What follows belongs to an exercise in optimizing a design on an open flow for small area and a short achievable clock period; a production flow would make more cautious choices. Where RTL was checked, it was by simulation tests only, not by an equivalence proof against the original. Power is estimated from default activity; no workload was simulated.

Setup of run K:
## fir_filter
module fir_filter #(
    parameter DATA_WIDTH = 16,
    parameter TAPS       = 8
)(
    input  wire                      clk,
    input  wire                      rst,
    input  wire [DATA_WIDTH-1:0]     s_axis_tdata,
    input  wire                      s_axis_tvalid,
    output wire                      s_axis_tready,   
    input  wire                      s_axis_tlast,
    output reg  [DATA_WIDTH-1:0]     m_axis_tdata,
    output reg                       m_axis_tvalid,
    input  wire                      m_axis_tready,   
    output reg                       m_axis_tlast
);
Size: about 40 I/O pins, roughly 9200 µm² of cells after synthesis.
clock: 7.0 ns
lec_check: 0
abc_clock_period_in_ps: 2500
cap_margin: 20
core_margin: 2
core_utilization: 40
setup_slack_margin: 4.5
slew_margin: 20
run.sh (not shown) runs the stock make flow with config.mk's settings and CLKGATE_MAP_FILE= SYNTH_SCRIPT=/design/flow/synth_recipe.tcl, a recipe that flattens the netlist after the stock synthesis.
#### Input delta (run X over run K)
Settings: putting CTS_CLUSTER_SIZE at 30 where nothing was set; putting CTS_BUF_LIST at sky130_fd_sc_hd__clkbuf_8 where nothing was set.
--- outcome ---
Lower signal arrival time at the worst endpoint goes to run K over run X.
The run showing the greater wire length on met1 is run X.
Of run K and run X, the run reporting the lower maximum frequency was run X.
Number of sequential cells in the layout delta (run K -> run X): insignificant
Of run X and run K, it is run X that has the higher clock skew.
When run X is measured against run K, its total power turns out about 8% lower.
Fraction of area in clock buffers and inverters: run X lower than run K
Final wirelength in run X is 1.1% lower than in run K
Core util | run X vs run K | run X lower
Run K leaves more setup margin than run X.
Function was not checked in any run of this note: the RTL went through the layout flow alone.


Another version of the RTL of fir_filter (not shown whole).
For scale: roughly 1100 cells after synthesis, about 160 flip-flops, about 40 I/O pins, ~9300 sq um of cells after synthesis.
export LEC_CHECK = 0
export ABC_AREA = 1
export CAP_MARGIN = 20
export CORE_MARGIN = 2
export CORE_UTILIZATION = 40
export SETUP_SLACK_MARGIN = 4.6
export SLEW_MARGIN = 20
export BUFFER_PORTS_ARGS = -buffer_cell sky130_fd_sc_hd__buf_2
export CTS_ARGS = -sink_clustering_enable -repair_clock_nets -dont_use_dummy_load -sink_clustering_size 30 -buf_list sky130_fd_sc_hd__clkbuf_8
create_clock -name core_clock -period 7.0 [get_ports {clk}]
standard.sh (not shown) runs the stock make flow with config.mk's settings and CLKGATE_MAP_FILE= SYNTH_SCRIPT=/design/flow/synth_recipe.tcl, a recipe that flattens the netlist after the stock synthesis.
==> flow/flow/run.sh <==
#!/bin/bash
# Standard ORFS layout, except: the port buffers are plain buffers (buf_2)
# instead of delay cells, the resizer may swap a cell for one of another
# footprint, and CTS adds no dummy loads to balance the clock tree.
# ORFS keeps each step's own log under orfs/logs; make's output goes to layout.log.
set -euo pipefail
cat >> config.mk <<'EOC'
export BUFFER_PORTS_ARGS = -buffer_cell sky130_fd_sc_hd__buf_2
export CTS_ARGS = -sink_clustering_enable -repair_clock_nets -dont_use_dummy_load -sink_clustering_size 30 -buf_list sky130_fd_sc_hd__clkbuf_8
EOC
bash standard.sh MATCH_CELL_FOOTPRINT=0 finish > layout.log 2>&1
The first run passed the timing, design-rule and antenna checks.
Change:
Settings changed: CTS_BUF_LIST from default to sky130_fd_sc_hd__clkbuf_8, CTS_CLUSTER_SIZE from default to 30, SETUP_SLACK_MARGIN 4.6 to 4.7.
Outcome:
- The new run passed the timing, design-rule and antenna checks
- global-route usage decreases by 0.85 points
- sequential power stays flat
- worst setup slack improved by 0.040 ns
- area after synthesis stays the same
- worst hold slack is worse by 0.014 ns
- power climbs by 2.5%
- final cell count climbs by about 1.4%
No functional check of the RTL was part of any run of this note.


fir_filter, a different RTL version from the one above (not shown whole).
Size in the first run: about 1300 cells after synthesis, about 160 flip-flops, ~9700 um^2 of cells after synthesis.
## fir_filter
module fir_filter #(
    parameter DATA_WIDTH = 16,
    parameter TAPS       = 8
)(
    input  wire                      clk,
    input  wire                      rst,
    input  wire [DATA_WIDTH-1:0]     s_axis_tdata,
    input  wire                      s_axis_tvalid,
    output wire                      s_axis_tready,   
    input  wire                      s_axis_tlast,
    output reg  [DATA_WIDTH-1:0]     m_axis_tdata,
    output reg                       m_axis_tvalid,
    input  wire                      m_axis_tready,   
    output reg                       m_axis_tlast
);
clock: 7.0 ns
lec_check: 0
abc_area: 1
cap_margin: 20
cell_pad_in_sites_detail_placement: 0
cell_pad_in_sites_global_placement: 0
core_margin: 2
core_utilization: 40
gpl_routability_driven: 0
setup_slack_margin: 4.6
slew_margin: 20
buffer_ports_args: -buffer_cell sky130_fd_sc_hd__buf_2
cts_args: -sink_clustering_enable -repair_clock_nets -dont_use_dummy_load -sink_clustering_size 30 -buf_list sky130_fd_sc_hd__clkbuf_8
Scripts as last shown in full above: flow/flow/run.sh
The first run passed the timing, design-rule and antenna checks.
Next try:
--- a/flow/config.mk
+++ b/flow/config.mk
@@ -10,2 +9,0 @@
-export CELL_PAD_IN_SITES_DETAIL_PLACEMENT = 0
-export CELL_PAD_IN_SITES_GLOBAL_PLACEMENT = 0
@@ -14 +12,2 @@
-export GPL_ROUTABILITY_DRIVEN = 0
+export CTS_BUF_LIST = sky130_fd_sc_hd__clkbuf_8
+export CTS_CLUSTER_SIZE = 30
Outcome: The new run passed the timing, design-rule and antenna checks. Total power stays the same. Setup slack stays the same. Clock power is about the same. Flip-flop and latch count stays the same. Critical path depth is unchanged. Design area is unchanged. Maximum frequency is unchanged. Clock-buffer cell count is unchanged. Worst hold slack stays the same. Combinational power is about the same. Core utilization is unchanged.
Next try:
--- a/flow/config.mk
+++ b/flow/config.mk
@@ -14 +14 @@
-export SETUP_SLACK_MARGIN = 4.6
+export SETUP_SLACK_MARGIN = 4.7
Global-route usage climbs by 0.12 points.
Power climbs by 1.7%.
Area after synthesis stays the same.
Cell area climbs by 1.8%.
Worst hold slack is worse by 17 ps.


The RTL this note starts from:
==> flow/design.v <==
`timescale 1ns/1ps
module fir_filter #(
    parameter DATA_WIDTH = 16,
    parameter TAPS       = 8
)(
    input  wire                      clk,
    input  wire                      rst,
    input  wire [DATA_WIDTH-1:0]     s_axis_tdata,
    input  wire                      s_axis_tvalid,
    output wire                      s_axis_tready,   
    input  wire                      s_axis_tlast,
    output reg  [DATA_WIDTH-1:0]     m_axis_tdata,
    output reg                       m_axis_tvalid,
    input  wire                      m_axis_tready,   
    output reg                       m_axis_tlast
);
    reg [15:0] s0, s1, t, r1, r2, r3, r4, r5, r6;
    reg       ready;
    reg [2:0] flush_count;
    assign s_axis_tready = ready;
    wire step = s_axis_tvalid | !ready;
    wire [15:0] x = ready ? s_axis_tdata : 16'd0;
    wire [15:0] y, nt, n1, n2, n3, n4, n5;
    fir_add3 #(15) a_y (.a(s0[14:0]), .b({s1[13:0], 1'b0}), .c(r1[15:1]), .s(y[15:1]));
    assign y[0] = r1[0];
    fir_add #(15) a_t (.a(s0[14:0]), .b(s0[15:1]), .s(nt[15:1]));
    assign nt[0] = s0[0];
    fir_add #(15) a_1 (.a(t[14:0]), .b(r2[15:1]), .s(n1[15:1]));
    assign n1[0] = r2[0];
    fir_add #(13) a_2 (.a(s1[12:0]), .b(r3[15:3]), .s(n2[15:3]));
    assign n2[2:0] = r3[2:0];
    fir_add #(15) a_3 (.a(t[14:0]), .b(r4[15:1]), .s(n3[15:1]));
    assign n3[0] = r4[0];
    fir_add #(14) a_4 (.a(s1[13:0]), .b(r5[15:2]), .s(n4[15:2]));
    assign n4[1:0] = r5[1:0];
    fir_add #(15) a_5 (.a(s1[14:0]), .b(r6[15:1]), .s(n5[15:1]));
    assign n5[0] = r6[0];
    always @(posedge clk) begin
        m_axis_tdata <= y;
        if (rst) begin
            s0 <= 0; s1 <= 0; t <= 0;
            r1 <= 0; r2 <= 0; r3 <= 0; r4 <= 0; r5 <= 0; r6 <= 0;
        end else if (step) begin
            s0 <= x;
            s1 <= s0;
            t  <= nt;
            r1 <= n1;
            r2 <= n2;
            r3 <= n3;
            r4 <= n4;
            r5 <= n5;
            r6 <= s1;
        end
        if (rst) begin
            m_axis_tvalid <= 0;
            m_axis_tlast  <= 0;
            ready         <= 1;
            flush_count   <= 0;
        end else begin
            m_axis_tvalid <= step;
            m_axis_tlast  <= !ready && flush_count == 0;
            if (ready) begin
                if (s_axis_tvalid && s_axis_tlast) begin
                    ready       <= 0;
                    flush_count <= 3'd7;
                end
            end else begin
                if (flush_count == 0)
                    ready <= 1;
                flush_count <= flush_count - 1'b1;
            end
        end
    end
endmodule
module fir_add #(
    parameter W = 16
)(
    input  wire [W-1:0] a,
    input  wire [W-1:0] b,
    output wire [W-1:0] s
);
    localparam L = $clog2(W);
    wire [W-1:0] g [0:L];
    wire [W-1:0] p [0:L];
    assign g[0] = a & b;
    assign p[0] = a ^ b;
    genvar l, i;
    generate
        for (l = 0; l < L; l = l + 1) begin : lvl
            for (i = 0; i < W; i = i + 1) begin : bt
                if ((i >> l) & 1) begin : merge
                    localparam integer J = ((i >> l) << l) - 1;
                    assign g[l+1][i] = g[l][i] | (p[l][i] & g[l][J]);
                    assign p[l+1][i] = p[l][i] & p[l][J];
                end else begin : pass
                    assign g[l+1][i] = g[l][i];
                    assign p[l+1][i] = p[l][i];
                end
            end
        end
    endgenerate
    assign s = p[0] ^ {g[L][W-2:0], 1'b0};
endmodule
module fir_add3 #(
    parameter W = 16
)(
    input  wire [W-1:0] a,
    input  wire [W-1:0] b,
    input  wire [W-1:0] c,
    output wire [W-1:0] s
);
    wire [W-1:0] hs = a ^ b ^ c;
    wire [W-1:0] hc = (a & b) | (a & c) | (b & c);
    fir_add #(W) add (.a(hs), .b({hc[W-2:0], 1'b0}), .s(s));
endmodule
export LEC_CHECK = 0
export ABC_AREA = 1
export CAP_MARGIN = 20
export CORE_MARGIN = 2
export CORE_UTILIZATION = 40
export PLACE_DENSITY = 0.6
export SETUP_SLACK_MARGIN = 4.7
export SLEW_MARGIN = 20
export BUFFER_PORTS_ARGS = -buffer_cell sky130_fd_sc_hd__buf_2
export CTS_ARGS = -sink_clustering_enable -repair_clock_nets -dont_use_dummy_load -sink_clustering_size 30 -buf_list sky130_fd_sc_hd__clkbuf_8
create_clock -name core_clock -period 7.0 [get_ports {clk}]
Scripts as last shown in full above: flow/flow/run.sh
Rerun with:
==> flow/flow/run.sh (replaced) <==
#!/bin/bash
# Standard ORFS layout, with the port buffers made of plain buffers
# (buf_2) instead of delay cells, and the resizer free to swap a cell for
# one of another footprint. ORFS keeps each step's own log under orfs/logs.
set -euo pipefail
cat >> config.mk <<'EOC'
export BUFFER_PORTS_ARGS = -buffer_cell sky130_fd_sc_hd__buf_2
EOC
bash standard.sh MATCH_CELL_FOOTPRINT=0 finish > layout.log 2>&1
- ABC_AREA: 1 -> unset
- ABC_CLOCK_PERIOD_IN_PS: unset -> 2500
- CORE_UTILIZATION: 40 -> 55
- CTS_ARGS: -sink_clustering_enable -repair_clock_nets -dont_use_dummy_load -sink_clustering_size 30 -buf_list sky130_fd_sc_hd__clkbuf_8 -> unset
- CTS_BUF_LIST: unset -> sky130_fd_sc_hd__clkbuf_8
- CTS_CLUSTER_DIAMETER: unset -> 60
- CTS_CLUSTER_SIZE: unset -> 40
- PLACE_DENSITY: 0.6 -> 0.7
- SETUP_SLACK_MARGIN: 4.7 -> 4.6
What happened: The changed run finished with timing, DRC and antenna clean; sequential power went down by a little under a tenth; cell area goes up by a few percent; via count grows slightly; hold slack gets better by 0.0059 ns; maximum frequency drops by a few percent; power came out lower by a little under a tenth; count of clock-buffer cells in the layout is unchanged; final cell count falls by about a fifth.

-- static timing again, ports no longer ideal --
No port has a modelled driver above. Below, the same layouts with a new extraction and two added sets of constraints. Step 1 assumes that a clkbuf_16 drives the clock port and a buf_2 every other input. Step 2 adds t to the input delays and takes it off the output delays; t is the mean of the earliest and latest rising clock arrival at the registers after step 1. Input paths then give back, and output paths get back, about the clock's delay inside the block. Three values: no drivers, after step 1, after step 2; two values: the first two.
| run | shift t [ns] | setup slack, ns | hold slack, ns | clock arrival spread, ns | worst data-port slew with drivers (ns) |
|---|---|---|---|---|---|
| run K | 0.472 | 4.223 / 4.223 / 4.145 | 0.353 / 0.353 / 0.353 | 0.008 / 0.008 | 0.04 |
| run X | 0.500 | 4.206 / 4.206 / 4.171 | 0.359 / 0.359 / 0.359 | 0.014 / 0.015 | 0.04 |
| the first run of note 2 | 0.489 | 4.536 / 4.536 / 4.206 | 0.362 / 0.362 / 0.362 | 0.028 / 0.028 | 0.03 |
| the second run of note 2 | 0.491 | 4.575 / 4.575 / 4.261 | 0.348 / 0.348 / 0.348 | 0.029 / 0.029 | 0.04 |
| the first run of note 3 | 0.485 | 4.655 / 4.644 / 4.195 | 0.368 / 0.368 / 0.368 | 0.041 / 0.041 | 0.05 |
| the second run of note 3 | 0.485 | 4.655 / 4.644 / 4.195 | 0.368 / 0.368 / 0.368 | 0.041 / 0.041 | 0.05 |
| the third run of note 3 | 0.491 | 4.653 / 4.610 / 4.315 | 0.352 / 0.352 / 0.352 | 0.042 / 0.041 | 0.06 |
| the first run of note 4 | 0.491 | 4.653 / 4.610 / 4.315 | 0.352 / 0.352 / 0.352 | 0.042 / 0.041 | 0.06 |
| the second run of note 4 | 0.500 | 4.512 / 4.512 / 4.062 | 0.358 / 0.358 / 0.358 | 0.014 / 0.014 | 0.06 |
After both steps every run listed still meets setup and hold.
